Background: an optimization exercise with open tools, aiming at small area, a short achievable clock period and few clock cycles per item. Do not read the settings as production practice.
At most, simulation tests tie the RTL to the original design; equivalence was not proved.
No functional check of the RTL was part of runs 3 to 5.
Power and IR drop assume default switching activity.

$ cat flow/design.v
module md5_tables (
  input  wire [5:0]  step,
  output wire [31:0] kadd,
  output wire [7:0]  msel,
  output wire [3:0]  fsel,
  output wire [3:0]  rv,
  output wire [4:0]  ru
);
  wire [63:0] dec = 64'd1 << step;
  assign kadd[0] = |(dec & 64'hf4ef5e112e3a536a);
  assign kadd[1] = |(dec & 64'h289b0182c394bd3f);
  assign kadd[2] = |(dec & 64'h12a3d68c0f88250d);
  assign kadd[3] = |(dec & 64'h20a42914744c259e);
  assign kadd[4] = |(dec & 64'h72752940311a16a3);
  assign kadd[5] = |(dec & 64'h352679721484cf1c);
  assign kadd[6] = |(dec & 64'h01e8f1e8b5db8087);
  assign kadd[7] = |(dec & 64'h6d5b339177e4378e);
  assign kadd[8] = |(dec & 64'hc64b15329bc5bf49);
  assign kadd[9] = |(dec & 64'hfb83c1b93167273d);
  assign kadd[10] = |(dec & 64'h09f165d147b4857d);
  assign kadd[11] = |(dec & 64'h08d934fccac2428c);
  assign kadd[12] = |(dec & 64'h7ce97ec5845b1fc3);
  assign kadd[13] = |(dec & 64'h99a7a3cf98619103);
  assign kadd[14] = |(dec & 64'h7bf968bb48e63736);
  assign kadd[15] = |(dec & 64'h7135185918e505d5);
  assign kadd[16] = |(dec & 64'haa2c93e73be82215);
  assign kadd[17] = |(dec & 64'h782d32f8fd4e8251);
  assign kadd[18] = |(dec & 64'he1724a5e331ec75d);
  assign kadd[19] = |(dec & 64'h15b9d6faf40ab60c);
  assign kadd[20] = |(dec & 64'h380e18fb8746fe2c);
  assign kadd[21] = |(dec & 64'h11a1e36df9ac622e);
  assign kadd[22] = |(dec & 64'ha8281a15bed32749);
  assign kadd[23] = |(dec & 64'h60e67ffe9ae45a95);
  assign kadd[24] = |(dec & 64'hdafb2817edc45fdc);
  assign kadd[25] = |(dec & 64'hefb33171a15aab10);
  assign kadd[26] = |(dec & 64'h9dfcf66ff64ab25a);
  assign kadd[27] = |(dec & 64'h75b629d6d8245fe1);
  assign kadd[28] = |(dec & 64'h1924aa6492289248);
  assign kadd[29] = |(dec & 64'hfbae91eebac6baeb);
  assign kadd[30] = |(dec & 64'hcdaddb36b76ddadd);
  assign kadd[31] = |(dec & 64'h5b76db6ddb6db76d);
  assign msel[0] = |(dec & 64'h0080800031310888);
  assign msel[1] = |(dec & 64'h2020101000808404);
  assign msel[2] = |(dec & 64'h0000404000000101);
  assign msel[3] = |(dec & 64'h1111000044440000);
  assign msel[4] = |(dec & 64'h0000088880002222);
  assign msel[5] = |(dec & 64'h4c4c222202020000);
  assign msel[6] = |(dec & 64'h0202010108084040);
  assign msel[7] = |(dec & 64'h0000040400001010);
  assign fsel[0] = |(dec & 64'h000000000000fffe);
  assign fsel[1] = |(dec & 64'h00000000ffff0000);
  assign fsel[2] = |(dec & 64'h0000ffff00000000);
  assign fsel[3] = |(dec & 64'hffff000000000000);
  assign rv[0] = |(dec & 64'h0000555588882222);
  assign rv[1] = |(dec & 64'h8888000033334444);
  assign rv[2] = |(dec & 64'h3333000044448888);
  assign rv[3] = |(dec & 64'h4444aaaa00001111);
  assign ru[0] = |(dec & 64'h1111111111111111);
  assign ru[1] = |(dec & 64'h2222222222220000);
  assign ru[2] = |(dec & 64'h4444000044442222);
  assign ru[3] = |(dec & 64'h0000444400004444);
  assign ru[4] = |(dec & 64'h8888888888888888);
endmodule
module md5_add (
  input  wire [31:0] a,
  input  wire [31:0] b,
  output wire [31:0] s
);
  wire [31:0] p = a ^ b;
  wire [31:0] gg = a & b;
  wire g1 = gg[1] | (p[1] & gg[0]);
  wire p1 = p[1] & p[0];
  wire g2 = gg[3] | (p[3] & gg[2]);
  wire p2 = p[3] & p[2];
  wire g3 = gg[5] | (p[5] & gg[4]);
  wire p3 = p[5] & p[4];
  wire g4 = gg[7] | (p[7] & gg[6]);
  wire p4 = p[7] & p[6];
  wire g5 = gg[9] | (p[9] & gg[8]);
  wire p5 = p[9] & p[8];
  wire g6 = gg[11] | (p[11] & gg[10]);
  wire p6 = p[11] & p[10];
  wire g7 = gg[13] | (p[13] & gg[12]);
  wire p7 = p[13] & p[12];
  wire g8 = gg[15] | (p[15] & gg[14]);
  wire p8 = p[15] & p[14];
  wire g9 = gg[17] | (p[17] & gg[16]);
  wire p9 = p[17] & p[16];
  wire g10 = gg[19] | (p[19] & gg[18]);
  wire p10 = p[19] & p[18];
  wire g11 = gg[21] | (p[21] & gg[20]);
  wire p11 = p[21] & p[20];
  wire g12 = gg[23] | (p[23] & gg[22]);
  wire p12 = p[23] & p[22];
  wire g13 = gg[25] | (p[25] & gg[24]);
  wire p13 = p[25] & p[24];
  wire g14 = gg[27] | (p[27] & gg[26]);
  wire p14 = p[27] & p[26];
  wire g15 = gg[29] | (p[29] & gg[28]);
  wire p15 = p[29] & p[28];
  wire g16 = gg[31] | (p[31] & gg[30]);
  wire p16 = p[31] & p[30];
  wire g17 = gg[2] | (p[2] & g1);
  wire p17 = p[2] & p1;
  wire g18 = g2 | (p2 & g1);
  wire p18 = p2 & p1;
  wire g19 = gg[6] | (p[6] & g3);
  wire p19 = p[6] & p3;
  wire g20 = g4 | (p4 & g3);
  wire p20 = p4 & p3;
  wire g21 = gg[10] | (p[10] & g5);
  wire p21 = p[10] & p5;
  wire g22 = g6 | (p6 & g5);
  wire p22 = p6 & p5;
  wire g23 = gg[14] | (p[14] & g7);
  wire p23 = p[14] & p7;
  wire g24 = g8 | (p8 & g7);
  wire p24 = p8 & p7;
  wire g25 = gg[18] | (p[18] & g9);
  wire p25 = p[18] & p9;
  wire g26 = g10 | (p10 & g9);
  wire p26 = p10 & p9;
  wire g27 = gg[22] | (p[22] & g11);
  wire p27 = p[22] & p11;
  wire g28 = g12 | (p12 & g11);
  wire p28 = p12 & p11;
  wire g29 = gg[26] | (p[26] & g13);
  wire p29 = p[26] & p13;
  wire g30 = g14 | (p14 & g13);
  wire p30 = p14 & p13;
  wire g31 = gg[30] | (p[30] & g15);
  wire p31 = p[30] & p15;
  wire g32 = g16 | (p16 & g15);
  wire p32 = p16 & p15;
  wire g33 = gg[4] | (p[4] & g18);
  wire p33 = p[4] & p18;
  wire g34 = g3 | (p3 & g18);
  wire p34 = p3 & p18;
  wire g35 = g19 | (p19 & g18);
  wire p35 = p19 & p18;
  wire g36 = g20 | (p20 & g18);
  wire p36 = p20 & p18;
  wire g37 = gg[12] | (p[12] & g22);
  wire p37 = p[12] & p22;
  wire g38 = g7 | (p7 & g22);
  wire p38 = p7 & p22;
  wire g39 = g23 | (p23 & g22);
  wire p39 = p23 & p22;
  wire g40 = g24 | (p24 & g22);
  wire p40 = p24 & p22;
  wire g41 = gg[20] | (p[20] & g26);
  wire p41 = p[20] & p26;
  wire g42 = g11 | (p11 & g26);
  wire p42 = p11 & p26;
  wire g43 = g27 | (p27 & g26);
  wire p43 = p27 & p26;
  wire g44 = g28 | (p28 & g26);
  wire p44 = p28 & p26;
  wire g45 = gg[28] | (p[28] & g30);
  wire p45 = p[28] & p30;
  wire g46 = g15 | (p15 & g30);
  wire p46 = p15 & p30;
  wire g47 = g31 | (p31 & g30);
  wire p47 = p31 & p30;
  wire g48 = g32 | (p32 & g30);
  wire p48 = p32 & p30;
  wire g49 = gg[8] | (p[8] & g36);
  wire p49 = p[8] & p36;
  wire g50 = g5 | (p5 & g36);
  wire p50 = p5 & p36;
  wire g51 = g21 | (p21 & g36);
  wire p51 = p21 & p36;
  wire g52 = g22 | (p22 & g36);
  wire p52 = p22 & p36;
  wire g53 = g37 | (p37 & g36);
  wire p53 = p37 & p36;
  wire g54 = g38 | (p38 & g36);
  wire p54 = p38 & p36;
  wire g55 = g39 | (p39 & g36);
  wire p55 = p39 & p36;
  wire g56 = g40 | (p40 & g36);
  wire p56 = p40 & p36;
  wire g57 = gg[24] | (p[24] & g44);
  wire p57 = p[24] & p44;
  wire g58 = g13 | (p13 & g44);
  wire p58 = p13 & p44;
  wire g59 = g29 | (p29 & g44);
  wire p59 = p29 & p44;
  wire g60 = g30 | (p30 & g44);
  wire p60 = p30 & p44;
  wire g61 = g45 | (p45 & g44);
  wire p61 = p45 & p44;
  wire g62 = g46 | (p46 & g44);
  wire p62 = p46 & p44;
  wire g63 = g47 | (p47 & g44);
  wire p63 = p47 & p44;
  wire g64 = g48 | (p48 & g44);
  wire p64 = p48 & p44;
  wire g65 = gg[16] | (p[16] & g56);
  wire p65 = p[16] & p56;
  wire g66 = g9 | (p9 & g56);
  wire p66 = p9 & p56;
  wire g67 = g25 | (p25 & g56);
  wire p67 = p25 & p56;
  wire g68 = g26 | (p26 & g56);
  wire p68 = p26 & p56;
  wire g69 = g41 | (p41 & g56);
  wire p69 = p41 & p56;
  wire g70 = g42 | (p42 & g56);
  wire p70 = p42 & p56;
  wire g71 = g43 | (p43 & g56);
  wire p71 = p43 & p56;
  wire g72 = g44 | (p44 & g56);
  wire p72 = p44 & p56;
  wire g73 = g57 | (p57 & g56);
  wire p73 = p57 & p56;
  wire g74 = g58 | (p58 & g56);
  wire p74 = p58 & p56;
  wire g75 = g59 | (p59 & g56);
  wire p75 = p59 & p56;
  wire g76 = g60 | (p60 & g56);
  wire p76 = p60 & p56;
  wire g77 = g61 | (p61 & g56);
  wire p77 = p61 & p56;
  wire g78 = g62 | (p62 & g56);
  wire p78 = p62 & p56;
  wire g79 = g63 | (p63 & g56);
  wire p79 = p63 & p56;
  wire g80 = g64 | (p64 & g56);
  wire p80 = p64 & p56;
  assign s = p ^ {g79, g78, g77, g76, g75, g74, g73, g72, g71, g70, g69, g68, g67, g66, g65, g56, g55, g54, g53, g52, g51, g50, g49, g36, g35, g34, g33, g18, g17, g1, gg[0], 1'b0};
endmodule
module MD5_custom_SIMD_instruction (clk, reset,
	in_v, rd, vrd1, vrd2,
		in_data, in_vdata1, in_vdata2,
	out_v, out_rd, out_vrd1, out_vrd2,
		out_data, out_vdata1, out_vdata2);
	input clk, reset;
	input in_v;
	input [4:0] rd;
	input [2:0] vrd1, vrd2;
	input [32-1:0] in_data;
	input [256-1:0] in_vdata1, in_vdata2;
	output out_v;
	output [4:0] out_rd;
	output [2:0] out_vrd1, out_vrd2;
	output [32-1:0] out_data;
	output [256-1:0] out_vdata1, out_vdata2;
	wire [511:0] min = {in_vdata2, in_vdata1};
	reg        busy, fin, outv, first;
	reg [5:0]  cnt;
	reg [4:0]  t_rd;
	reg [2:0]  t_vrd1, t_vrd2;
	reg [31:0] a, b, c, d, t;
	reg [31:0] ring [0:15];
	reg [31:0] kr;
	reg [7:0]  mr;
	reg [3:0]  fs, rv;
	reg [4:0]  ru;
	reg        cl;
	wire       run = busy | fin;
	wire       last = busy & (cnt == 6'd63);
	wire [5:0] cnt_n = busy ? cnt + 6'd1 : 6'd0;
	wire [31:0] kadd;
	wire [7:0]  msel;
	wire [3:0]  fsel, rvn;
	wire [4:0]  run_;
	md5_tables tab (.step(cnt_n), .kadd(kadd), .msel(msel), .fsel(fsel), .rv(rvn), .ru(run_));
	wire        pol = ~cnt[0] & ~fin;
	wire [31:0] mword = {32{pol}} ^ (
		({32{mr[0]}} & ring[0]) |
		({32{mr[1]}} & ring[1]) |
		({32{mr[2]}} & ring[2]) |
		({32{mr[3]}} & ring[3]) |
		({32{mr[4]}} & ring[5]) |
		({32{mr[5]}} & ring[8]) |
		({32{mr[6]}} & ring[9]) |
		({32{mr[7]}} & ring[10]));
	wire [31:0] ts = d ^ kr ^ mword;
	wire [31:0] tc = (d & kr) | (d & mword) | (kr & mword);
	wire [31:0] tsum;
	md5_add addt (.a(ts), .b({tc[30:0], 1'b0}), .s(tsum));
	wire [31:0] f = ({32{first}} & 32'hd76aa477) |
		({32{fs[0]}} & ((b & c) | (~b & d))) |
		({32{fs[1]}} & ((d & b) | (~d & c))) |
		({32{fs[2]}} & (b ^ c ^ d)) |
		({32{fs[3]}} & (c ^ (b | ~d)));
	wire [31:0] x;
	md5_add addx (.a(f), .b(t), .s(x));
	wire [31:0] z =
		({32{rv[0]}} & x) |
		({32{rv[1]}} & {x[30:0], x[31:31]}) |
		({32{rv[2]}} & {x[29:0], x[31:30]}) |
		({32{rv[3]}} & {x[28:0], x[31:29]});
	wire [31:0] y =
		({32{ru[0]}} & {z[27:0], z[31:28]}) |
		({32{ru[1]}} & {z[23:0], z[31:24]}) |
		({32{ru[2]}} & {z[19:0], z[31:20]}) |
		({32{ru[3]}} & {z[15:0], z[31:16]}) |
		({32{ru[4]}} & {z[11:0], z[31:12]}) |
		({32{cl}} & 32'hefcdab89);
	wire [31:0] bn;
	md5_add addb (.a(b), .b(y), .s(bn));
	wire [31:0] dn;
	md5_add addd (.a(c), .b({32{fin}} & 32'h98badcfe), .s(dn));
	integer j;
	always @(posedge clk) begin
		if (reset) begin
			busy <= 1'b0;
			fin <= 1'b0;
			outv <= 1'b0;
		end else begin
			busy <= busy ? ~last : in_v;
			fin <= last;
			outv <= fin;
		end
		first <= ~run;
		cnt <= cnt_n;
		kr <= last ? 32'h10325476 : kadd;
		mr <= last ? 8'd0 : msel;
		fs <= fsel;
		rv <= last ? 4'd0 : rvn;
		ru <= last ? 5'd0 : run_;
		cl <= last;
		a <= t;
		if (run) begin
			b <= bn;
			c <= b;
			d <= dn;
			t <= tsum;
			for (j = 0; j < 16; j = j + 1) ring[(j+1)%16] <= ~ring[j];
		end else begin
			b <= 32'hefcdab89; c <= 32'h98badcfe; d <= 32'h10325476;
			t <= min[31:0];
			t_rd <= rd; t_vrd1 <= vrd1; t_vrd2 <= vrd2;
			ring[1] <= ~min[31:0];
			ring[2] <= ~min[63:32];
			ring[4] <= ~min[95:64];
			ring[15] <= ~min[127:96];
			ring[13] <= ~min[159:128];
			ring[6] <= ~min[191:160];
			ring[0] <= ~min[223:192];
			ring[3] <= ~min[255:224];
			ring[9] <= ~min[287:256];
			ring[10] <= ~min[319:288];
			ring[12] <= ~min[351:320];
			ring[7] <= ~min[383:352];
			ring[5] <= ~min[415:384];
			ring[14] <= ~min[447:416];
			ring[8] <= ~min[479:448];
			ring[11] <= ~min[511:480];
		end
	end
	assign out_v = outv;
	assign out_rd = t_rd;
	assign out_vrd1 = t_vrd1;
	assign out_vrd2 = t_vrd2;
	assign out_data = 32'd0;
	assign out_vdata2 = {256{1'b0}};
	assign out_vdata1 = {128'd0, t, d, b, a};
endmodule
$ cat flow/flow/run.sh
#!/bin/bash
# ORFS layout (the standard.sh) with: the full-adder and half-adder cells kept out of
# synthesis and layout (the platform's don't-use list plus fa/ha), a tighter setup-repair
# target, free resizing, and minimum-size port buffers.
set -euo pipefail
DU="sky130_fd_sc_hd__probe_p_8 sky130_fd_sc_hd__probec_p_8 sky130_fd_sc_hd__lpflow_bleeder_1 sky130_fd_sc_hd__lpflow_clkbufkapwr_1 sky130_fd_sc_hd__lpflow_clkbufkapwr_16 sky130_fd_sc_hd__lpflow_clkbufkapwr_2 sky130_fd_sc_hd__lpflow_clkbufkapwr_4 sky130_fd_sc_hd__lpflow_clkbufkapwr_8 sky130_fd_sc_hd__lpflow_clkinvkapwr_1 sky130_fd_sc_hd__lpflow_clkinvkapwr_16 sky130_fd_sc_hd__lpflow_clkinvkapwr_2 sky130_fd_sc_hd__lpflow_clkinvkapwr_4 sky130_fd_sc_hd__lpflow_clkinvkapwr_8 sky130_fd_sc_hd__lpflow_decapkapwr_12 sky130_fd_sc_hd__lpflow_decapkapwr_3 sky130_fd_sc_hd__lpflow_decapkapwr_4 sky130_fd_sc_hd__lpflow_decapkapwr_6 sky130_fd_sc_hd__lpflow_decapkapwr_8 sky130_fd_sc_hd__lpflow_inputiso0n_1 sky130_fd_sc_hd__lpflow_inputiso0p_1 sky130_fd_sc_hd__lpflow_inputiso1n_1 sky130_fd_sc_hd__lpflow_inputiso1p_1 sky130_fd_sc_hd__lpflow_inputisolatch_1 sky130_fd_sc_hd__lpflow_isobufsrc_1 sky130_fd_sc_hd__lpflow_isobufsrc_16 sky130_fd_sc_hd__lpflow_isobufsrc_2 sky130_fd_sc_hd__lpflow_isobufsrc_4 sky130_fd_sc_hd__lpflow_isobufsrc_8 sky130_fd_sc_hd__lpflow_isobufsrckapwr_16 sky130_fd_sc_hd__lpflow_lsbuf_lh_hl_isowell_tap_1 sky130_fd_sc_hd__lpflow_lsbuf_lh_hl_isowell_tap_2 sky130_fd_sc_hd__lpflow_lsbuf_lh_hl_isowell_tap_4 sky130_fd_sc_hd__lpflow_lsbuf_lh_isowell_4 sky130_fd_sc_hd__lpflow_lsbuf_lh_isowell_tap_1 sky130_fd_sc_hd__lpflow_lsbuf_lh_isowell_tap_2 sky130_fd_sc_hd__lpflow_lsbuf_lh_isowell_tap_4 sky130_fd_sc_hd__fa_1 sky130_fd_sc_hd__fa_2 sky130_fd_sc_hd__fa_4 sky130_fd_sc_hd__ha_1 sky130_fd_sc_hd__ha_2 sky130_fd_sc_hd__ha_4"
bash standard.sh "DONT_USE_CELLS=$DU" SETUP_SLACK_MARGIN=9 MATCH_CELL_FOOTPRINT=0 "BUFFER_PORTS_ARGS=-buffer_cell sky130_fd_sc_hd__buf_1" finish > standard.log 2>&1
$ cat flow/standard.sh
#!/bin/bash
# synth_recipe.tcl (not shown) runs the flow's synth.tcl, then flattens the netlist and writes it again
# the make line also repeats each setting of config.mk as NAME=value (left out here)
make -C /OpenROAD-flow-scripts/flow DESIGN_CONFIG=/design/flow/config.mk WORK_HOME=/design/flow/orfs CLKGATE_MAP_FILE= SYNTH_SCRIPT=/design/flow/synth_recipe.tcl "${@:-finish}"
$ cat flow/config.mk
export PLATFORM = sky130hd
export DESIGN_NAME = MD5_custom_SIMD_instruction
export DESIGN_NICKNAME = MD5_custom_SIMD_instruction
export VERILOG_FILES = /design/flow/design.v
export SDC_FILE = /design/flow/constraint.sdc
export NUM_CORES = 8
export LEC_CHECK = 0
export ABC_AREA = 1
export CAP_MARGIN = 20
export CORE_AREA = 5 5 385 385
export DIE_AREA = 0 0 390 390
export SLEW_MARGIN = 20
export TNS_END_PERCENT = 0
$ cat flow/constraint.sdc
create_clock -name core_clock -period 12.0 [get_ports {clk}]
set_input_delay 2.4000 -clock core_clock [delete_from_list [all_inputs] [get_ports {clk}]]
set_output_delay 2.4000 -clock core_clock [all_outputs]
set_load 0.01 [all_outputs]
==> flow_summary.ini, run 1 <==
[worst_setup_path]
path_max_fanout = 16
crit_arrival_ns = 4.83
crit_cells = 33
reg2reg_slack_ns = 7.70
crit_top_cell = nand2_1
max_stage_delay_ns = 0.43
path_class = register to register
cp-start-kind = register
cp_num_buf_inv = 2
r2r_cells = 33
crit_family = simple AND/OR/NAND/NOR gates
r2r_start = fs[1]$_DFF_P_
critPathSlowestCell = dfxtp_4
end_kind = register
startpoint = fs[1]$_DFF_P_
reg2reg_to = b[22]$_SDFF_PP1_
crit_end = b[22]$_SDFF_PP1_
critical_path_required_ns = 12.53

[synth]
synthCells = 5389
syn_area_um2 = 40300
async_flop_share_pct = 0
yosysTopAreaCell = dfxtp_1
yosysSeqAreaShare_pct = 37.4
synth_edf_count = 11
synth.area.top_cells = dfxtp_1, mux2i_1, nand2_1
yosys_warnings = 2
synth_cell_type_count = 58
synth_top_flop_cell = dfxtp_1
avgSynthCellArea_um2 = 7.47
netlist.area_leader.share_pct = 36.6
ys_ff_latch = 747

[layout]
drive_gt1_share_pct = 13.3
layout_commonest_cell = nand2_1
syn_to_final_growth_pct = 22.1
nNetsFinal = 6708
final_cell_area_um2 = 49200
layout_common_cells = nand2_1, dfxtp_1, buf_1

[place]
dp_hpwl_um = 155000
gp_congestion = 1.05
place_area_um2 = 43400
port_buffers = 665

[grt]
antenna_found_initial = 26
grt_max_degree = 131
grt_pass1_wl_um = 268000
grt_pass1_vias = 37300
grtUsageTotal_pct = 24.3
overflow = 0

[clocking]
cts_inserted_buffers = 86
clk_latency_ns = 0.73
clkTransAtPathRegs_ns = 0.06
cts.sinks = 747
cts_root_buffer = clkbuf_16
clockBufferDepth = 3
htree_levels = 3
cts_tree = built

[detailed_routing]
wire_per_inst_um = 24.1
antenna_left = 0
vias = 39500
first_pass_iters = 6
drt-initial-drc-count = 2975
drt_wl_total_um = 196000
drc = 0
viasPerCell = 4.86

[floorplanning]
row_count = 139
die_h_um = 390
die_w_um = 390
core_um2 = 143000
start_util_pct = 28.1
io_pins = 1114
dieArea_um2 = 152000

[power_and_ir_drop]
leakage_nw = 24.6
irDropWorstVdd_mv = 0.135
power_density_nw_per_um2 = 201

[timing]
setup_viol = 0
fmax_mhz = 232
tns_ns = 0
min_period_over_period_pct = 35.8
fin_skew_ns = 0.0780
period_needed_ns = 4.30
slew_violations = 0
rsz0062_at_grt = yes
worstMarginPinSlew_ns = 1.11
max_slew_margin_pct = 26.0
finalHoldViolations = 0

[hold_path]
holdPathStages = 1
min_path_type = register to register

[status]
outcome = finished clean

[run]
maxCapViolCount = 0
-- cell usage after synthesis (3+ instances only) --
| master | n |
|---|---|
| edfxtp_1 | 11 |
| o21ai_0 | 129 |
| a31oi_1 | 10 |
| a221oi_1 | 38 |
| o21a_1 | 17 |
| nand2_1 | 1197 |
| nand4_2 | 4 |
| xnor2_1 | 21 |
| inv_2 | 21 |
| buf_4 | 421 |
| a21boi_1 | 6 |
| mux2i_1 | 480 |
| nand4_1 | 130 |
| clkbuf_1 | 71 |
| o22ai_1 | 4 |
| nand2_2 | 42 |
| a21oi_1 | 162 |
| xor2_1 | 83 |
| nand2_4 | 4 |
| dfxtp_1 | 736 |
| nor4b_1 | 3 |
| a22o_1 | 10 |
| and2_1 | 4 |
| o21ai_1 | 32 |
| a21boi_0 | 17 |
| a22oi_1 | 4 |
| a41oi_1 | 5 |
| o2111ai_1 | 5 |
| or2_2 | 40 |
| nor2_1 | 496 |
| buf_2 | 22 |
| nand3_1 | 411 |
| o21bai_1 | 17 |
| inv_1 | 467 |
| buf_6 | 4 |
| buf_1 | 58 |
| nor2_2 | 23 |
| o31ai_1 | 3 |
| nand3b_1 | 24 |
| nor4_1 | 40 |
| o211ai_1 | 16 |
| nor3_1 | 80 |
-- worst register-to-register path, delay by kind of cell, from the launching register on --
kind / cells / cell delay, ns
flops: 1 / 0.43
compound gates: 2 / 0.25
buf+inv: 2 / 0.29
simple gates: 29 / 3.15
-- layout make-up --
class                   count  area (µm²)
repair inverters            1        5.00
multi-input cells        3992       22700
diodes                     18        45.0
inverters                 489        1870
well taps                1903        2380
clock inverters            47         618
repair buffers            833        3950
fillers                 15200       94300
clock buffers             113        2440
flip-flops and latches    747       15200
-- through the flow --
step	utilization, %	cells	setup WS (ns)	hold WS, ns	total power [mW]
detailed placement	30.3	7854	6.44	0.392	6.38
finish	34.3	8143	7.70	0.382	9.90
CTS	33.9	8109	7.84	0.356	9.78
global route	34.3	8131	7.40	0.373	10.5
global placement	30.3	7854	6.46	0.389	6.33
floorplan	-	5804	8.53	0.387	5.39
-- state kept, by name, summed over array words and instances (netlist names), 3 cells and up --
register / flops
t: 32
ru: 5
t_rd: 5
cnt: 6
rv: 4
ring: 512
b: 32
t_vrd1: 3
mr: 8
kr: 32
c: 32
a: 32
fs: 4
t_vrd2: 3
d: 32
-- per-layer routing --
metal,global-route usage (%),wire length (µm)
met5,0,75
met4,10.0,8950
met3,5.29,14400
met2,40.3,91500
met1,30.6,81400
-- worst min path at each step --
stage,from,endpoint,slack [ns]
global placement,ring[13][31]$_DFF_P_,ring[14][31]$_DFF_P_,0.39
CTS,ring[4][12]$_DFF_P_,ring[5][12]$_DFF_P_,0.36
global route,ring[4][12]$_DFF_P_,ring[5][12]$_DFF_P_,0.37
floorplan,ring[15][0]$_DFF_P_,ring[0][0]$_DFF_P_,0.39
finish,ring[4][12]$_DFF_P_,ring[5][12]$_DFF_P_,0.38
detailed placement,ring[13][31]$_DFF_P_,ring[14][31]$_DFF_P_,0.39
-- repair_timing --
item / CTS / global route
setup buffers: 92 / 16
gates resized for setup: 337 / 105
pin swaps: 107 / 56
hold buffers: 0 / 0
endpoints found under the setup margin: 679 / 676
gates cloned: 3 / 0
-- cells by family (layout without fill, tap and decap cells) --
logic type	count (synthesis)	count (layout)	share of synthesized area [%]
flip-flops	747	747	37.4
AO/OA/AOI/OAI	483	483	7.17
buffers and inverters	1067	1483	14.1
other	1	434	0.00931
AND/OR/NAND/NOR	2507	2509	27.1
XOR/XNOR	104	104	2.26
multiplexers	480	480	11.9
-- report_power, final --
group / switching (mW) / internal, mW
clock network: 1.21 / 1.63
registers: 0.392 / 2.84
logic: 2.49 / 1.34
Testbench counts, summed over its fixed seeds: cycles 105,600, hashes 1,600.
==> inputs of run 2 (changes only) <==
--- a/flow/flow/run.sh
+++ b/flow/flow/run.sh
@@ -5,3 +5,3 @@
 set -euo pipefail
 DU="sky130_fd_sc_hd__probe_p_8 sky130_fd_sc_hd__probec_p_8 sky130_fd_sc_hd__lpflow_bleeder_1 sky130_fd_sc_hd__lpflow_clkbufkapwr_1 sky130_fd_sc_hd__lpflow_clkbufkapwr_16 sky130_fd_sc_hd__lpflow_clkbufkapwr_2 sky130_fd_sc_hd__lpflow_clkbufkapwr_4 sky130_fd_sc_hd__lpflow_clkbufkapwr_8 sky130_fd_sc_hd__lpflow_clkinvkapwr_1 sky130_fd_sc_hd__lpflow_clkinvkapwr_16 sky130_fd_sc_hd__lpflow_clkinvkapwr_2 sky130_fd_sc_hd__lpflow_clkinvkapwr_4 sky130_fd_sc_hd__lpflow_clkinvkapwr_8 sky130_fd_sc_hd__lpflow_decapkapwr_12 sky130_fd_sc_hd__lpflow_decapkapwr_3 sky130_fd_sc_hd__lpflow_decapkapwr_4 sky130_fd_sc_hd__lpflow_decapkapwr_6 sky130_fd_sc_hd__lpflow_decapkapwr_8 sky130_fd_sc_hd__lpflow_inputiso0n_1 sky130_fd_sc_hd__lpflow_inputiso0p_1 sky130_fd_sc_hd__lpflow_inputiso1n_1 sky130_fd_sc_hd__lpflow_inputiso1p_1 sky130_fd_sc_hd__lpflow_inputisolatch_1 sky130_fd_sc_hd__lpflow_isobufsrc_1 sky130_fd_sc_hd__lpflow_isobufsrc_16 sky130_fd_sc_hd__lpflow_isobufsrc_2 sky130_fd_sc_hd__lpflow_isobufsrc_4 sky130_fd_sc_hd__lpflow_isobufsrc_8 sky130_fd_sc_hd__lpflow_isobufsrckapwr_16 sky130_fd_sc_hd__lpflow_lsbuf_lh_hl_isowell_tap_1 sky130_fd_sc_hd__lpflow_lsbuf_lh_hl_isowell_tap_2 sky130_fd_sc_hd__lpflow_lsbuf_lh_hl_isowell_tap_4 sky130_fd_sc_hd__lpflow_lsbuf_lh_isowell_4 sky130_fd_sc_hd__lpflow_lsbuf_lh_isowell_tap_1 sky130_fd_sc_hd__lpflow_lsbuf_lh_isowell_tap_2 sky130_fd_sc_hd__lpflow_lsbuf_lh_isowell_tap_4 sky130_fd_sc_hd__fa_1 sky130_fd_sc_hd__fa_2 sky130_fd_sc_hd__fa_4 sky130_fd_sc_hd__ha_1 sky130_fd_sc_hd__ha_2 sky130_fd_sc_hd__ha_4"
-bash standard.sh "DONT_USE_CELLS=$DU" SETUP_SLACK_MARGIN=9 MATCH_CELL_FOOTPRINT=0 "BUFFER_PORTS_ARGS=-buffer_cell sky130_fd_sc_hd__buf_1" finish > standard.log 2>&1
+bash standard.sh "DONT_USE_CELLS=$DU" SETUP_SLACK_MARGIN=8.5 MATCH_CELL_FOOTPRINT=0 "BUFFER_PORTS_ARGS=-buffer_cell sky130_fd_sc_hd__buf_1" finish > standard.log 2>&1
==> run 2 against run 1 <==
Net effect: still clean; core utilization increased by 0.25 points; synthesized cell count unchanged; wire length decreased by 1.7%; worst setup slack improved by 0.096 ns; count of clock-buffer cells in the layout increased by 8; critical path depth decreased by 14; sequential power about the same; maximum frequency increased by 2.3%; largest cell class unchanged; largest power group unchanged.
==> flow_summary.ini, run 2 <==
[grt]
grt_max_degree = 134
grt_pass1_wl_um = 262000
grtUsageTotal_pct = 23.7
grt_pass1_vias = 37000
antenna_found_initial = 33
overflow = 0

[hold_path]
holdPathEnd = ring[0][23]$_DFF_P_
holdPathStages = 1
min_from = ring[15][23]$_DFF_P_
min_path_type = register to register

[worst_setup_path]
path_class = register to register
reg2reg_slack_ns = 7.79
path_max_fanout = 36
crit_family = simple AND/OR/NAND/NOR gates
cp-start-kind = register
cp_num_buf_inv = 8
r2r_start = cnt[2]$_DFF_P_
critical_path_required_ns = 12.55
max_stage_delay_ns = 0.50
path_cells = inv_1 > nor2_1 > inv_1 > nor2_1 > nand2_1 > inv_1 > nand2_1 > inv_1 > nor2_4 > o21ai_2 > buf_6 > inv_1 > buf_4 > nand2_1 > inv_1 > nor2_2 > nand2_1 > nor4_1 > nand3_1
reg2reg_to = rv[0]$_SDFF_PP0_
r2r_cells = 19
critPathSlowestCell = nor4_1
end_kind = register
crit_top_cell = inv_1
crit_arrival_ns = 4.76

[clocking]
clk_latency_ns = 0.74
cts_root_buffer = clkbuf_16
clockBufferDepth = 3
clkTransAtPathRegs_ns = 0.06
htree_levels = 3
cts_inserted_buffers = 85
cts_tree = built
hold_buffers = 0
cts.sinks = 747

[place]
place_area_um2 = 43300
pre_cts_slack_ns = 6.37
gp_congestion = 1.01
port_buffers = 665
dp_hpwl_um = 151000

[layout]
layout_commonest_cell = nand2_1
layout_common_cells = nand2_1, buf_1, dfxtp_1
final_cell_area_um2 = 49600
drive_gt1_share_pct = 14.9
nNetsFinal = 6717
largest-register = ring
largest_reg_flops = 512
syn_to_final_growth_pct = 23.0

[timing]
setup_viol = 0
fin_skew_ns = 0.0812
timing.final.ws_setup_ns = 7.79
min_period_over_period_pct = 35.0
period_needed_ns = 4.21
finalHoldViolations = 0
rsz0062_at_grt = yes
tns_ns = 0
fmax_mhz = 238
timing.hold.ws_ns = 0.389
slew_violations = 0
max_slew_margin_pct = 24.0
worstMarginPinSlew_ns = 1.14

[floorplanning]
core_um2 = 143000
dieArea_um2 = 152000
die_h_um = 390
io_pins = 1114
die_w_um = 390
row_count = 139
start_util_pct = 28.1

[synth]
yosysTopAreaCell = dfxtp_1
synth_top_flop_cell = dfxtp_1
synth_commonest_cells = nand2_1, dfxtp_1, nor2_1, mux2i_1, inv_1
synthMostInstantiatedCell = nand2_1
avgSynthCellArea_um2 = 7.47
synth_edf_count = 11
syn_area_um2 = 40300
synthCells = 5389
yosysSeqAreaShare_pct = 37.4
synth.area.top_cells = dfxtp_1, mux2i_1, nand2_1
synth_cell_type_count = 58
netlist.area_leader.share_pct = 36.6
ys_ff_latch = 747
yosys_warnings = 2
async_flop_share_pct = 0

[power_and_ir_drop]
irDropWorstVdd_mv = 0.128
power_density_nw_per_um2 = 198
leakage_nw = 24.6
total_power_mw = 9.83

[detailed_routing]
drc = 0
viasPerCell = 4.85
vias = 39500
drt_wl_total_um = 193000
drt-initial-drc-count = 3140
wire_per_inst_um = 23.7
first_pass_iters = 5
antenna_left = 0

[run]
maxCapViolCount = 0

[status]
outcome = finished clean
-- run 2: changes by cell type in the layout (fill, tap and decap cells not counted), sizes merged --
cell | previous run | this run
clkbuf | 113 | 123
buf | 833 | 842
clkinv | 29 | 20
bufinv | 8 | 3
clkinvlp | 9 | 11
diode | 18 | 17
inv | 491 | 490
-- run 2: what timing repair did --
item / in CTS / in global routing
buffers inserted: 82 / 44
endpoints found under the hold margin: 0 / 0
gates resized for setup: 291 / 340
pin swaps: 72 / 120
gates cloned: 5 / 0
setup endpoints to repair: 514 / 502
-- run 2: worst max path at each step --
stage	slack, ns	startpoint	cells past startpoint	endpoint
6_report	7.79	cnt[2]$_DFF_P_	19	rv[0]$_SDFF_PP0_
3_5_place_dp	6.37	fin$_SDFF_PP0_	25	t[24]$_DFF_P_
5_1_grt	7.59	b[1]$_SDFF_PP0_	34	b[20]$_SDFF_PP0_
4_1_cts	7.90	fs[1]$_DFF_P_	35	b[28]$_SDFF_PP0_
2_1_floorplan	8.50	b[2]$_SDFF_PP0_	36	b[30]$_SDFF_PP1_
3_3_place_gp	6.49	fin$_SDFF_PP0_	25	t[24]$_DFF_P_
-- run 2: layout make-up --
cell class | instances | area [µm²]
clock buffers | 121 | 2420
fillers | 15200 | 93900
flip-flops and latches | 747 | 15200
inverters | 489 | 1890
clock inverters | 35 | 445
well taps | 1903 | 2380
diodes | 17 | 42.5
repair buffers | 844 | 4130
multi-input cells | 3992 | 23000
-- run 2: metrics by stage --
| stage | utilization, % | cells |
|---|---|---|
| after detailed placement | 30.2 | 7844 |
| after CTS | 33.5 | 8087 |
| after floorplan | - | 5804 |
| after global routing | 34.5 | 8140 |
| after global placement | 30.2 | 7844 |
| final | 34.5 | 8148 |
-- run 2: logic make-up after synthesis --
group | share of synthesized area (%)
AOI/OAI and AO/OA | 7.17
and+or+nand+nor | 27.1
xor gates and xnor gates | 2.26
buffers and inverters | 14.1
muxes | 11.9
DFF | 37.4
other | 0.00931
-- run 2: where the power goes --
part / total, mW / leakage (nW) / switching, mW / internal, mW
clock network: 2.67 / 1.37 / 1.18 / 1.50
logic: 3.92 / 16.9 / 2.54 / 1.38
registers: 3.24 / 6.31 / 0.389 / 2.85
-- run 2: per-layer routing --
layer	part of all wire, %	GRT usage [%]
met4	5.3	11.0
met5	0.036	0
met1	41	30.1
met2	45	38.5
met3	8.3	5.03
==> inputs of run 3 (changes only) <==
--- a/flow/design.v
+++ b/flow/design.v
@@ -5,60 +5,62 @@
   output wire [3:0]  fsel,
   output wire [3:0]  rv,
-  output wire [4:0]  ru
+  output wire [4:0]  ru,
+  output wire        cl
 );
   wire [63:0] dec = 64'd1 << step;
-  assign kadd[0] = |(dec & 64'hf4ef5e112e3a536a);
-  assign kadd[1] = |(dec & 64'h289b0182c394bd3f);
-  assign kadd[2] = |(dec & 64'h12a3d68c0f88250d);
-  assign kadd[3] = |(dec & 64'h20a42914744c259e);
-  assign kadd[4] = |(dec & 64'h72752940311a16a3);
-  assign kadd[5] = |(dec & 64'h352679721484cf1c);
-  assign kadd[6] = |(dec & 64'h01e8f1e8b5db8087);
-  assign kadd[7] = |(dec & 64'h6d5b339177e4378e);
-  assign kadd[8] = |(dec & 64'hc64b15329bc5bf49);
-  assign kadd[9] = |(dec & 64'hfb83c1b93167273d);
-  assign kadd[10] = |(dec & 64'h09f165d147b4857d);
-  assign kadd[11] = |(dec & 64'h08d934fccac2428c);
-  assign kadd[12] = |(dec & 64'h7ce97ec5845b1fc3);
-  assign kadd[13] = |(dec & 64'h99a7a3cf98619103);
-  assign kadd[14] = |(dec & 64'h7bf968bb48e63736);
-  assign kadd[15] = |(dec & 64'h7135185918e505d5);
-  assign kadd[16] = |(dec & 64'haa2c93e73be82215);
-  assign kadd[17] = |(dec & 64'h782d32f8fd4e8251);
-  assign kadd[18] = |(dec & 64'he1724a5e331ec75d);
-  assign kadd[19] = |(dec & 64'h15b9d6faf40ab60c);
-  assign kadd[20] = |(dec & 64'h380e18fb8746fe2c);
-  assign kadd[21] = |(dec & 64'h11a1e36df9ac622e);
-  assign kadd[22] = |(dec & 64'ha8281a15bed32749);
-  assign kadd[23] = |(dec & 64'h60e67ffe9ae45a95);
-  assign kadd[24] = |(dec & 64'hdafb2817edc45fdc);
-  assign kadd[25] = |(dec & 64'hefb33171a15aab10);
-  assign kadd[26] = |(dec & 64'h9dfcf66ff64ab25a);
-  assign kadd[27] = |(dec & 64'h75b629d6d8245fe1);
-  assign kadd[28] = |(dec & 64'h1924aa6492289248);
-  assign kadd[29] = |(dec & 64'hfbae91eebac6baeb);
-  assign kadd[30] = |(dec & 64'hcdaddb36b76ddadd);
-  assign kadd[31] = |(dec & 64'h5b76db6ddb6db76d);
-  assign msel[0] = |(dec & 64'h0080800031310888);
-  assign msel[1] = |(dec & 64'h2020101000808404);
-  assign msel[2] = |(dec & 64'h0000404000000101);
-  assign msel[3] = |(dec & 64'h1111000044440000);
-  assign msel[4] = |(dec & 64'h0000088880002222);
-  assign msel[5] = |(dec & 64'h4c4c222202020000);
-  assign msel[6] = |(dec & 64'h0202010108084040);
-  assign msel[7] = |(dec & 64'h0000040400001010);
-  assign fsel[0] = |(dec & 64'h000000000000fffe);
-  assign fsel[1] = |(dec & 64'h00000000ffff0000);
-  assign fsel[2] = |(dec & 64'h0000ffff00000000);
-  assign fsel[3] = |(dec & 64'hffff000000000000);
-  assign rv[0] = |(dec & 64'h0000555588882222);
-  assign rv[1] = |(dec & 64'h8888000033334444);
-  assign rv[2] = |(dec & 64'h3333000044448888);
-  assign rv[3] = |(dec & 64'h4444aaaa00001111);
-  assign ru[0] = |(dec & 64'h1111111111111111);
-  assign ru[1] = |(dec & 64'h2222222222220000);
-  assign ru[2] = |(dec & 64'h4444000044442222);
-  assign ru[3] = |(dec & 64'h0000444400004444);
-  assign ru[4] = |(dec & 64'h8888888888888888);
+  assign kadd[0] = |(dec & 64'h7a77af08971d29b5);
+  assign kadd[1] = |(dec & 64'h944d80c161ca5e9f);
+  assign kadd[2] = |(dec & 64'h8951eb4607c41286);
+  assign kadd[3] = |(dec & 64'h1052148a3a2612cf);
+  assign kadd[4] = |(dec & 64'hb93a94a0188d0b51);
+  assign kadd[5] = |(dec & 64'h9a933cb90a42678e);
+  assign kadd[6] = |(dec & 64'h80f478f45aedc043);
+  assign kadd[7] = |(dec & 64'h36ad99c8bbf21bc7);
+  assign kadd[8] = |(dec & 64'h63258a994de2dfa4);
+  assign kadd[9] = |(dec & 64'h7dc1e0dc98b3939e);
+  assign kadd[10] = |(dec & 64'h84f8b2e8a3da42be);
+  assign kadd[11] = |(dec & 64'h046c9a7e65612146);
+  assign kadd[12] = |(dec & 64'hbe74bf62c22d8fe1);
+  assign kadd[13] = |(dec & 64'h4cd3d1e7cc30c881);
+  assign kadd[14] = |(dec & 64'hbdfcb45da4731b9b);
+  assign kadd[15] = |(dec & 64'h389a8c2c8c7282ea);
+  assign kadd[16] = |(dec & 64'h551649f39df4110a);
+  assign kadd[17] = |(dec & 64'hbc16997c7ea74128);
+  assign kadd[18] = |(dec & 64'h70b9252f198f63ae);
+  assign kadd[19] = |(dec & 64'h0adceb7d7a055b06);
+  assign kadd[20] = |(dec & 64'h9c070c7dc3a37f16);
+  assign kadd[21] = |(dec & 64'h88d0f1b6fcd63117);
+  assign kadd[22] = |(dec & 64'h54140d0adf6993a4);
+  assign kadd[23] = |(dec & 64'h30733fff4d722d4a);
+  assign kadd[24] = |(dec & 64'h6d7d940bf6e22fee);
+  assign kadd[25] = |(dec & 64'h77d998b8d0ad5588);
+  assign kadd[26] = |(dec & 64'h4efe7b37fb25592d);
+  assign kadd[27] = |(dec & 64'h3adb14eb6c122ff0);
+  assign kadd[28] = |(dec & 64'h8c92553249144924);
+  assign kadd[29] = |(dec & 64'h7dd748f75d635d75);
+  assign kadd[30] = |(dec & 64'h66d6ed9b5bb6ed6e);
+  assign kadd[31] = |(dec & 64'h2dbb6db6edb6dbb6);
+  assign msel[0] = |(dec & 64'h0040400018988444);
+  assign msel[1] = |(dec & 64'h1010080800404202);
+  assign msel[2] = |(dec & 64'h0000202000000080);
+  assign msel[3] = |(dec & 64'h0888800022220000);
+  assign msel[4] = |(dec & 64'h0000044440001111);
+  assign msel[5] = |(dec & 64'h2626111101010000);
+  assign msel[6] = |(dec & 64'h0101008084042020);
+  assign msel[7] = |(dec & 64'h0000020200000808);
+  assign fsel[0] = |(dec & 64'h0000000000007fff);
+  assign fsel[1] = |(dec & 64'h000000007fff8000);
+  assign fsel[2] = |(dec & 64'h00007fff80000000);
+  assign fsel[3] = |(dec & 64'h7fff800000000000);
+  assign rv[0] = |(dec & 64'h00002aaac4441111);
+  assign rv[1] = |(dec & 64'h444400001999a222);
+  assign rv[2] = |(dec & 64'h1999800022224444);
+  assign rv[3] = |(dec & 64'h2222555500000888);
+  assign ru[0] = |(dec & 64'h0888888888888888);
+  assign ru[1] = |(dec & 64'h1111111111110000);
+  assign ru[2] = |(dec & 64'h2222000022221111);
+  assign ru[3] = |(dec & 64'h0000222200002222);
+  assign ru[4] = |(dec & 64'h4444444444444444);
+  assign cl = |(dec & 64'h8000000000000000);
 endmodule
 module md5_add (
@@ -261,10 +263,10 @@
 	wire       run = busy | fin;
 	wire       last = busy & (cnt == 6'd63);
-	wire [5:0] cnt_n = busy ? cnt + 6'd1 : 6'd0;
 	wire [31:0] kadd;
 	wire [7:0]  msel;
 	wire [3:0]  fsel, rvn;
 	wire [4:0]  run_;
-	md5_tables tab (.step(cnt_n), .kadd(kadd), .msel(msel), .fsel(fsel), .rv(rvn), .ru(run_));
+	wire        cln;
+	md5_tables tab (.step(cnt), .kadd(kadd), .msel(msel), .fsel(fsel), .rv(rvn), .ru(run_), .cl(cln));
 	wire        pol = ~cnt[0] & ~fin;
 	wire [31:0] mword = {32{pol}} ^ (
@@ -316,11 +318,11 @@
 		end
 		first <= ~run;
-		cnt <= cnt_n;
-		kr <= last ? 32'h10325476 : kadd;
-		mr <= last ? 8'd0 : msel;
-		fs <= fsel;
-		rv <= last ? 4'd0 : rvn;
-		ru <= last ? 5'd0 : run_;
-		cl <= last;
+		cnt <= busy ? cnt + 6'd1 : 6'd0;
+		kr <= busy ? kadd : 32'he8c7b756;
+		mr <= busy ? msel : 8'd4;
+		fs <= busy ? fsel : 4'd0;
+		rv <= busy ? rvn : 4'd8;
+		ru <= busy ? run_ : 5'd1;
+		cl <= busy & cln;
 		a <= t;
 		if (run) begin
--- a/flow/config.mk
+++ b/flow/config.mk
@@ -11,3 +11,3 @@
 export DIE_AREA = 0 0 390 390
 export SLEW_MARGIN = 20
-export TNS_END_PERCENT = 0
+export TNS_END_PERCENT = 30
==> run 3 against run 2 <==
Net effect: still clean on timing, DRC and antenna; register-to-register slack lost 0.05 ns; cell area rose by 5.8%; critical path type unchanged; power up 6.1%; wire length rose by 2.7%; highest routed layer unchanged.
==> flow_summary.ini, run 3 <==
[timing]
min_period_over_period_pct = 35.5
fmax_mhz = 235
max_slew_margin_pct = 23.5
rsz0062_at_grt = yes
fin_skew_ns = 0.0640
tns_ns = 0
worstMarginPinSlew_ns = 1.15
slew_violations = 0
setup_viol = 0
finalHoldViolations = 0
period_needed_ns = 4.26

[synth]
avgSynthCellArea_um2 = 7.46
async_flop_share_pct = 0
netlist.area_leader.share_pct = 36.4
synthMostInstantiatedCell = nand2_1
synth_cell_type_count = 65
synthCells = 5419
synth.area.top_cells = dfxtp_1, mux2i_1, nand2_1
yosysSeqAreaShare_pct = 37.3
synth_top_flop_cell = dfxtp_1
synth_commonest_cells = nand2_1, dfxtp_1, nor2_1, mux2i_1, inv_1
yosys_warnings = 2
ys_ff_latch = 747
synth_edf_count = 11
syn_area_um2 = 40400
yosysTopAreaCell = dfxtp_1

[power_and_ir_drop]
leakage_nw = 25.6
irDropWorstVdd_mv = 0.135
power_density_nw_per_um2 = 199

[detailed_routing]
drt_wl_total_um = 198000
viasPerCell = 4.87
first_pass_iters = 6
drc = 0
antenna_left = 0
vias = 40200
wire_per_inst_um = 24.0
drt-initial-drc-count = 3322

[layout]
layout_commonest_cell = nand2_1
layout_common_cells = nand2_1, buf_1, dfxtp_1
largest-register = ring
largest_reg_flops = 512
drive_gt1_share_pct = 19.8
final_cell_area_um2 = 52400
nNetsFinal = 6826
fin_cells = 8249
syn_to_final_growth_pct = 29.6

[clocking]
htree_levels = 3
cts.sinks = 747
hold_buffers = 0
clk_latency_ns = 0.74
clkTransAtPathRegs_ns = 0.06
clockBufferDepth = 3
cts_inserted_buffers = 88
cts_tree = built
cts_root_buffer = clkbuf_16

[worst_setup_path]
cp-start-kind = register
path_max_fanout = 8
end_kind = register
max_stage_delay_ns = 0.41
critical_path_required_ns = 12.53
path_class = register to register
critPathSlowestCell = dfxtp_4
crit_arrival_ns = 4.79

[grt]
overflow = 0
grt_max_degree = 79
antenna_found_initial = 28
grtUsageTotal_pct = 24.1
grt_pass1_vias = 38100
grt_pass1_wl_um = 268000

[floorplanning]
die_h_um = 390
core_um2 = 143000
dieArea_um2 = 152000
die_w_um = 390
row_count = 139
start_util_pct = 28.2
io_pins = 1114

[run]
maxCapViolCount = 0

[place]
port_buffers = 665
place_area_um2 = 43500
place_inst = 7871
dp_hpwl_um = 150000
gp_congestion = 1.04

[hold_path]
min_path_type = register to register

[status]
outcome = finished clean
run 3: cell types whose count changed in the layout (fill, tap and decap cells not counted), sizes merged, moves of 7 or more:
cell	delta
inv	+8
nand3	-16
diode	-7
o21a	-10
nor4	+15
clkinv	+9
mux2i	+7
nor2	+9
nand3b	-8
nor3	-8
buf	+74
nand2	+28
o21ai	-8
xor2	-9
run 3: path summary, 6_finish.rpt:
path	cells after the start	start	slack [ns]	end
setup / recovery	31	fs[1]$_SDFF_PN0_	7.74	b[30]$_SDFF_PP1_
hold / removal	1	ring[7][13]$_DFF_P_	0.36	ring[8][13]$_DFF_P_
setup reg to reg	31	fs[1]$_SDFF_PN0_	7.74	b[30]$_SDFF_PP1_
hold reg to reg	1	ring[7][13]$_DFF_P_	0.36	ring[8][13]$_DFF_P_
run 3: stage by stage:
step	hold slack [ns]	total power, mW	utilization (%)	worst slack, ns
final	0.363	10.4	36.5	7.74
after global routing	0.374	11.0	36.5	7.55
after CTS	0.364	9.64	34.5	7.93
after detailed placement	0.393	6.18	30.3	6.68
after global placement	0.389	6.13	30.3	6.74
after floorplan	0.387	5.24	-	8.50
run 3: what timing repair did:
item | 4_1_cts | 5_1_grt
gates resized for setup | 483 | 616
endpoints found under the setup margin | 524 | 233
cloned | 11 | 2
pin swaps | 120 | 234
setup buffers | 120 | 77
run 3: logic make-up after synthesis:
kind of cell | count (synthesis) | share of synthesized area, %
simple gates | 2522 | 27.2
buf+inv | 1088 | 14.2
flops | 747 | 37.3
mux | 487 | 12.1
compound gates | 473 | 7.06
xor+xnor | 100 | 2.17
fa+ha+maj | 1 | 0.0248
other cells | 1 | 0.00927
run 3: critical path: cells and delay by family, from the launching register on:
kind | cells | cell delay, ns
AND/OR/NAND/NOR | 28 | 3.16
buffers and inverters | 3 | 0.49
flip-flops | 1 | 0.41
run 3: metal layers:
| metal | wire length [µm] | global-route usage (%) | vias up |
|---|---|---|---|
| li1 | - | - | 18700 |
| met1 | 79000 | 29.8 | 19100 |
| met2 | 92900 | 40.3 | 1920 |
| met3 | 16000 | 5.29 | 460 |
| met4 | 10300 | 10.6 | 16 |
| met5 | 106 | 0 | - |
run 3: power breakdown:
part	internal [mW]	switching, mW	total (mW)
registers	2.84	0.388	3.23
logic	1.62	2.74	4.37
clock network	1.62	1.20	2.83
run 3: cell type report:
type	count	area, µm²
fillers	15000	91100
multi-input cells	4003	24400
flip-flops and latches	747	15300
repair buffers	927	5290
clock buffers	116	2470
well taps	1903	2380
inverters	501	1940
clock inverters	42	599
diodes	10	25.0
==> inputs of run 4 (changes only) <==
--- a/flow/config.mk
+++ b/flow/config.mk
@@ -11,3 +11,3 @@
 export DIE_AREA = 0 0 390 390
 export SLEW_MARGIN = 20
-export TNS_END_PERCENT = 30
+export TNS_END_PERCENT = 10
==> run 4 against run 3 <==
Net effect: sequential share of layout area grew 0.21 points; non-clock buffer count decreased by 17; clock power about the same; clock skew fell by 0.00072 ns; sequential cell count is the same; register-to-register slack improved by 0.02 ns; worst setup slack improved by 0.021 ns; count of clock-buffer cells in the layout is the same; final cell count decreased by 0.18%; wire length decreased by 0.33%; largest cell class unchanged; largest power group unchanged; highest routed layer unchanged.
==> flow_summary.ini, run 4 <==
[status]
outcome = finished clean

[detailed_routing]
antenna_left = 0
vias = 40100
first_pass_iters = 6
wire_per_inst_um = 24.0
drc = 0
drt-initial-drc-count = 3379
drt_wl_total_um = 198000
viasPerCell = 4.87

[clocking]
clockBufferDepth = 3
cts_root_buffer = clkbuf_16
clkTransAtPathRegs_ns = 0.06
cts_inserted_buffers = 88
hold_buffers = 0
htree_levels = 3
cts_tree = built
cts.sinks = 747
clk_latency_ns = 0.74

[worst_setup_path]
max_stage_delay_ns = 0.41
r2r_cells = 31
cp-start-kind = register
crit_top_cell = nand2_2
reg2reg_slack_ns = 7.76
path_class = register to register
r2r_start = fs[1]$_SDFF_PN0_
critPathSlowestCell = dfxtp_4
reg2reg_to = b[28]$_SDFF_PP0_
critical_path_required_ns = 12.57
end_kind = register
path_max_fanout = 8
crit_arrival_ns = 4.81

[timing]
period_needed_ns = 4.24
rsz0062_at_grt = yes
max_slew_margin_pct = 17.7
slew_violations = 0
finalHoldViolations = 0
fin_skew_ns = 0.0633
worstMarginPinSlew_ns = 1.23
min_period_over_period_pct = 35.3
fmax_mhz = 236
timing.final.ws_setup_ns = 7.76
setup_viol = 0
tns_ns = 0

[synth]
netlist.area_leader.share_pct = 36.4
synth_edf_count = 11
avgSynthCellArea_um2 = 7.46
yosys_warnings = 2
ys_ff_latch = 747
syn_area_um2 = 40400
synth_commonest_cells = nand2_1, dfxtp_1, nor2_1, mux2i_1, inv_1
synthCells = 5419
synth_cell_type_count = 65
synthMostInstantiatedCell = nand2_1
async_flop_share_pct = 0
synth.area.top_cells = dfxtp_1, mux2i_1, nand2_1
yosysTopAreaCell = dfxtp_1
synth_top_flop_cell = dfxtp_1
yosysSeqAreaShare_pct = 37.3

[power_and_ir_drop]
power_density_nw_per_um2 = 198
leakage_nw = 25.3
total_power_mw = 10.2
irDropWorstVdd_mv = 0.136

[place]
gp_congestion = 1.04
port_buffers = 665
pre_cts_slack_ns = 6.68
dp_hpwl_um = 150000

[layout]
nNetsFinal = 6809
largest_reg_flops = 512
layout_commonest_cell = nand2_1
num-fill-cells = 15100
multi_input_area_um2 = 24200
largest-register = ring
syn_to_final_growth_pct = 28.2
regArea_um2 = 15200
final_util_pct = 36.1
drive_gt1_share_pct = 18.7
layout_common_cells = nand2_1, buf_1, dfxtp_1

[grt]
grt_pass1_wl_um = 267000
grt_pass1_vias = 38000
grt_max_degree = 157
overflow = 0
grtUsageTotal_pct = 24.0
antenna_found_initial = 26

[floorplanning]
start_util_pct = 28.2
io_pins = 1114
die_h_um = 390
core_um2 = 143000
row_count = 139
die_w_um = 390
dieArea_um2 = 152000

[hold_path]
min_path_type = register to register
holdPathEnd = ring[8][13]$_DFF_P_
min_from = ring[7][13]$_DFF_P_
holdPathStages = 1

[run]
maxCapViolCount = 0
-- run 4: cell counts after synthesis --
Identical to the previous run, type by type.
-- run 4: logic make-up after synthesis --
| family | after synthesis | synth area share (%) |
|---|---|---|
| simple gates | 2522 | 27.2 |
| buf+inv | 1088 | 14.2 |
| flops | 747 | 37.3 |
| mux | 487 | 12.1 |
| compound gates | 473 | 7.06 |
| xor+xnor | 100 | 2.17 |
| fa+ha+maj | 1 | 0.0248 |
| other cells | 1 | 0.00927 |
-- run 4: timing repair --
item | 4_1_cts | 5_1_grt
setup buffers | 112 | 68
resized for setup | 441 | 485
endpoints found under the setup margin | 524 | 517
pin swaps | 120 | 177
gates cloned | 10 | 3
-- run 4: how the worst max path moves through the flow --
stage	to	slack, ns	cells past startpoint	start
2_1_floorplan	b[31]$_SDFF_PP1_	8.50	35	d[15]$_SDFF_PP0_
3_3_place_gp	t[25]$_DFF_P_	6.74	24	mr[3]$_SDFF_PN0_
3_5_place_dp	t[16]$_DFF_P_	6.68	22	mr[3]$_SDFF_PN0_
4_1_cts	b[28]$_SDFF_PP0_	7.93	30	fs[1]$_SDFF_PN0_
5_1_grt	b[30]$_SDFF_PP1_	7.55	31	fs[1]$_SDFF_PN0_
6_report	b[28]$_SDFF_PP0_	7.76	31	fs[1]$_SDFF_PN0_
-- run 4: area by class of cell --
cell class	count	share of cell area [%]
antenna	12	0.0579
clock buffer	116	4.76
clock inverter	42	1.16
inverter	501	3.72
multi-input combinational	4003	46.7
sequential	747	29.4
tap	1903	4.59
timing repair buffer	910	9.61
-- run 4: stage by stage --
stage	hold WS [ns]	std cells	cell area (µm²)
6_report	0.363	8234	51800
5_1_grt	0.373	8223	51800
4_1_cts	0.364	8151	49300
3_5_place_dp	0.393	7871	43500
3_3_place_gp	0.389	7871	43500
2_1_floorplan	0.387	5834	42000
-- run 4: worst max-delay path, delay by kind of cell, from the launching register on --
family | cells | cell delay, ns
XOR/XNOR | 1 | 0.20
buffers and inverters | 4 | 0.50
AND/OR/NAND/NOR | 23 | 2.55
AO/OA/AOI/OAI | 3 | 0.41
flip-flops | 1 | 0.41
-- run 4: routing by layer --
metal	part of all wire, %	GRT usage, %	vias to the layer above
met5	0.044	0	-
met4	5.3	10.5	14
met3	7.8	5.22	453
met2	47	40.1	1894
met1	40	29.7	19100
li1	-	-	18700
-- run 4: power by group --
part / internal (mW) / switching [mW]
clock network: 1.62 / 1.20
logic: 1.54 / 2.64
registers: 2.83 / 0.401
total: 6.00 / 4.24
==> inputs of run 5 (changes only) <==
--- a/flow/config.mk
+++ b/flow/config.mk
@@ -11,3 +11,3 @@
 export DIE_AREA = 0 0 390 390
 export SLEW_MARGIN = 20
-export TNS_END_PERCENT = 10
+export TNS_END_PERCENT = 0
==> run 5 against run 4 <==
Net effect: combinational power is 13% lower; die area is the same; clock power hardly changed; sequential power is essentially flat; sequential cell count unchanged; power fell by 5.7%; critical path depth stayed put; area after synthesis stayed put; maximum frequency down 1.4%; clock skew is 0.0021 ns lower; critical path type unchanged; critical endpoint unchanged.
==> flow_summary.ini, run 5 <==
[synth]
synthMostInstantiatedCell = nand2_1
yosys_warnings = 2
async_flop_share_pct = 0
yosysTopAreaCell = dfxtp_1
synth-simple-area-share_pct = 27.2
synth.area.top_cells = dfxtp_1, mux2i_1, nand2_1
synth_compound_area_share_pct = 7.06
synthAdderAreaFrac_pct = 0.0248
synthCells = 5419
avgSynthCellArea_um2 = 7.46
ys_ff_latch = 747
synth_cell_type_count = 65
synth_edf_count = 11
syn_area_um2 = 40400
synth_mux_area_share_pct = 12.1
netlist.area_leader.share_pct = 36.4
synth_xor_area_share_pct = 2.17
synth_commonest_cells = nand2_1, dfxtp_1, nor2_1, mux2i_1, inv_1
yosysSeqAreaShare_pct = 37.3
synth_top_family_by_area = simple AND/OR/NAND/NOR gates
synth_top_flop_cell = dfxtp_1

[floorplanning]
row_count = 139
core_um2 = 143000
start_util_pct = 28.2
dieArea_um2 = 152000
die_w_um = 390
die_h_um = 390
io_pins = 1114

[place]
dp_hpwl_um = 150000
pre_cts_slack_ns = 6.68
place_area_um2 = 43500
gp_congestion = 1.04
port_buffers = 665

[clocking]
clk_latency_ns = 0.73
cts_root_buffer = clkbuf_16
clkTransAtPathRegs_ns = 0.06
cts_tree = built
clockBufferDepth = 3
cts.sinks = 747
cts_inserted_buffers = 88
htree_levels = 3

[detailed_routing]
drt-initial-drc-count = 3233
drt_wl_total_um = 192000
drc = 0
met2_length_um = 89700
dr_wl_met3_um = 15100
first_pass_iters = 6
viasPerCell = 4.86
vias = 39600
m1WireLength_um = 77900
routed.top_layer = met5
wire_per_inst_um = 23.6
antenna_left = 0

[run]
maxCapViolCount = 0

[grt]
grt_pass1_vias = 37700
grtUsageTotal_pct = 23.8
grt_pass1_wl_um = 265000
overflow = 0
grt_max_degree = 157
antenna_found_initial = 29

[timing]
max_slew_margin_pct = 20.3
timing.hold.ws_ns = 0.363
finalHoldViolations = 0
rsz0062_at_grt = yes
period_needed_ns = 4.30
worstMarginPinSlew_ns = 1.19
tns_ns = 0
fmax_mhz = 233
min_period_over_period_pct = 35.8
slew_violations = 0
setup_viol = 0
timing.final.ws_setup_ns = 7.70
fin_skew_ns = 0.0612

[layout]
regArea_um2 = 15200
layout_commonest_cell = nand2_1
multi_input_area_um2 = 22800
nNetsFinal = 6728
syn_to_final_growth_pct = 22.2
final_cell_area_um2 = 49400
largest-register = ring
largest_reg_flops = 512
drive_gt1_share_pct = 13.5
num-fill-cells = 15300
layout_common_cells = nand2_1, buf_1, dfxtp_1

[power_and_ir_drop]
leakage_nw = 24.4
power_density_nw_per_um2 = 195
irDropWorstVdd_mv = 0.134
total_power_mw = 9.66

[worst_setup_path]
path_max_fanout = 16
cp-start-kind = register
max_stage_delay_ns = 0.38
crit_top_cell = nand2_2
critical_path_required_ns = 12.56
end_kind = register
critPathSlowestCell = dfxtp_4
path_class = register to register
crit_arrival_ns = 4.86

[status]
outcome = finished clean

[hold_path]
min_path_type = register to register
-- run 5: cell counts after synthesis --
Identical to the previous run, type by type.
-- run 5: through the flow --
stage          utilization, %  instances
2_1_floorplan               -       5834
3_3_place_gp             30.3       7871
3_5_place_dp             30.3       7871
4_1_cts                  34.0       8130
5_1_grt                  34.4       8143
6_report                 34.5       8153
-- run 5: area by class of cell --
class                   instances  area share, %
diodes                         12         0.0608
clock buffers                 116           4.99
clock inverters                42           1.21
inverters                     501           3.87
multi-input cells            4003           46.1
flip-flops and latches        747           30.8
well taps                    1903           4.82
repair buffers                829           8.19
-- run 5: worst max-delay path, delay by kind of cell, from the launching register on --
kind / cells / cell delay (ns)
AOI/OAI and AO/OA: 1 / 0.14
buffers and inverters: 3 / 0.46
DFF: 1 / 0.38
and+or+nand+nor: 27 / 3.09
-- run 5: final timing paths --
kind | startpoint | end | slack (ns) | depth (start not counted)
worst max register to register | fs[1]$_SDFF_PN0_ | b[28]$_SDFF_PP0_ | 7.70 | 31
worst min-delay path | ring[7][13]$_DFF_P_ | ring[8][13]$_DFF_P_ | 0.36 | 1
worst min register to register | ring[7][13]$_DFF_P_ | ring[8][13]$_DFF_P_ | 0.36 | 1
worst max-delay path | fs[1]$_SDFF_PN0_ | b[28]$_SDFF_PP0_ | 7.70 | 31
-- run 5: what timing repair did --
| action | 4_1_cts | 5_1_grt |
|---|---|---|
| cloned | 8 | 0 |
| hold buffers | 0 | 0 |
| buffers inserted | 93 | 11 |
| resized for setup | 376 | 137 |
| pin swaps | 104 | 66 |
| endpoints found under the hold margin | 0 | 0 |
| setup endpoints to repair | 524 | 517 |
-- run 5: logic make-up (layout without fill, tap and decap cells) --
group | count (synthesis) | after routing
fa+ha+maj | 1 | 1
other cells | 1 | 428
flops | 747 | 747
xor+xnor | 100 | 100
mux | 487 | 487
buf+inv | 1088 | 1488
compound gates | 473 | 474
simple gates | 2522 | 2525
-- run 5: metal layers --
layer	up-vias	global-route usage (%)
met1	18800	29.6
li1	18600	-
met4	20	10.5
met2	1839	39.7
met5	-	0
met3	422	5.06
-- run 5: power breakdown --
group	internal [mW]	switching [mW]
sequential	2.83	0.389
clock	1.62	1.20
combinational	1.26	2.36
total	5.71	3.95

-- what the ideal ports hide --
The results above use ideal ports. As a check the final layouts listed here were re-extracted and re-timed, cells and wires unchanged. Step 1 sets driving cells, clkbuf_16 on the clock port and buf_2 on the other inputs (assumed; they add their load-dependent delay and slew). Step 2 adds t to the input delays and takes it off the output delays; t is the mean of the earliest and latest rising clock arrival at the registers after step 1. Input paths then give back, and output paths get back, about the clock's delay inside the block. a / b / c = ideal / step 1 / step 2; a / b = the first two.
run	t, ns	setup WS [ns]	worst hold slack (ns)	latest minus earliest clock arrival (ns)	slew at the worst register clock pin (ns)
run 1	0.779	7.699 / 7.699 / 7.699	0.382 / 0.382 / 0.382	0.079 / 0.079	0.07 / 0.07
run 2	0.776	7.795 / 7.795 / 7.795	0.389 / 0.389 / 0.389	0.084 / 0.084	0.07 / 0.07
run 3	0.796	7.740 / 7.740 / 7.740	0.363 / 0.363 / 0.363	0.067 / 0.067	0.07 / 0.07
run 4	0.795	7.761 / 7.761 / 7.761	0.363 / 0.363 / 0.363	0.067 / 0.066	0.07 / 0.07
run 5	0.789	7.699 / 7.699 / 7.699	0.363 / 0.363 / 0.363	0.064 / 0.064	0.07 / 0.07
After both steps every run listed still meets setup and hold.
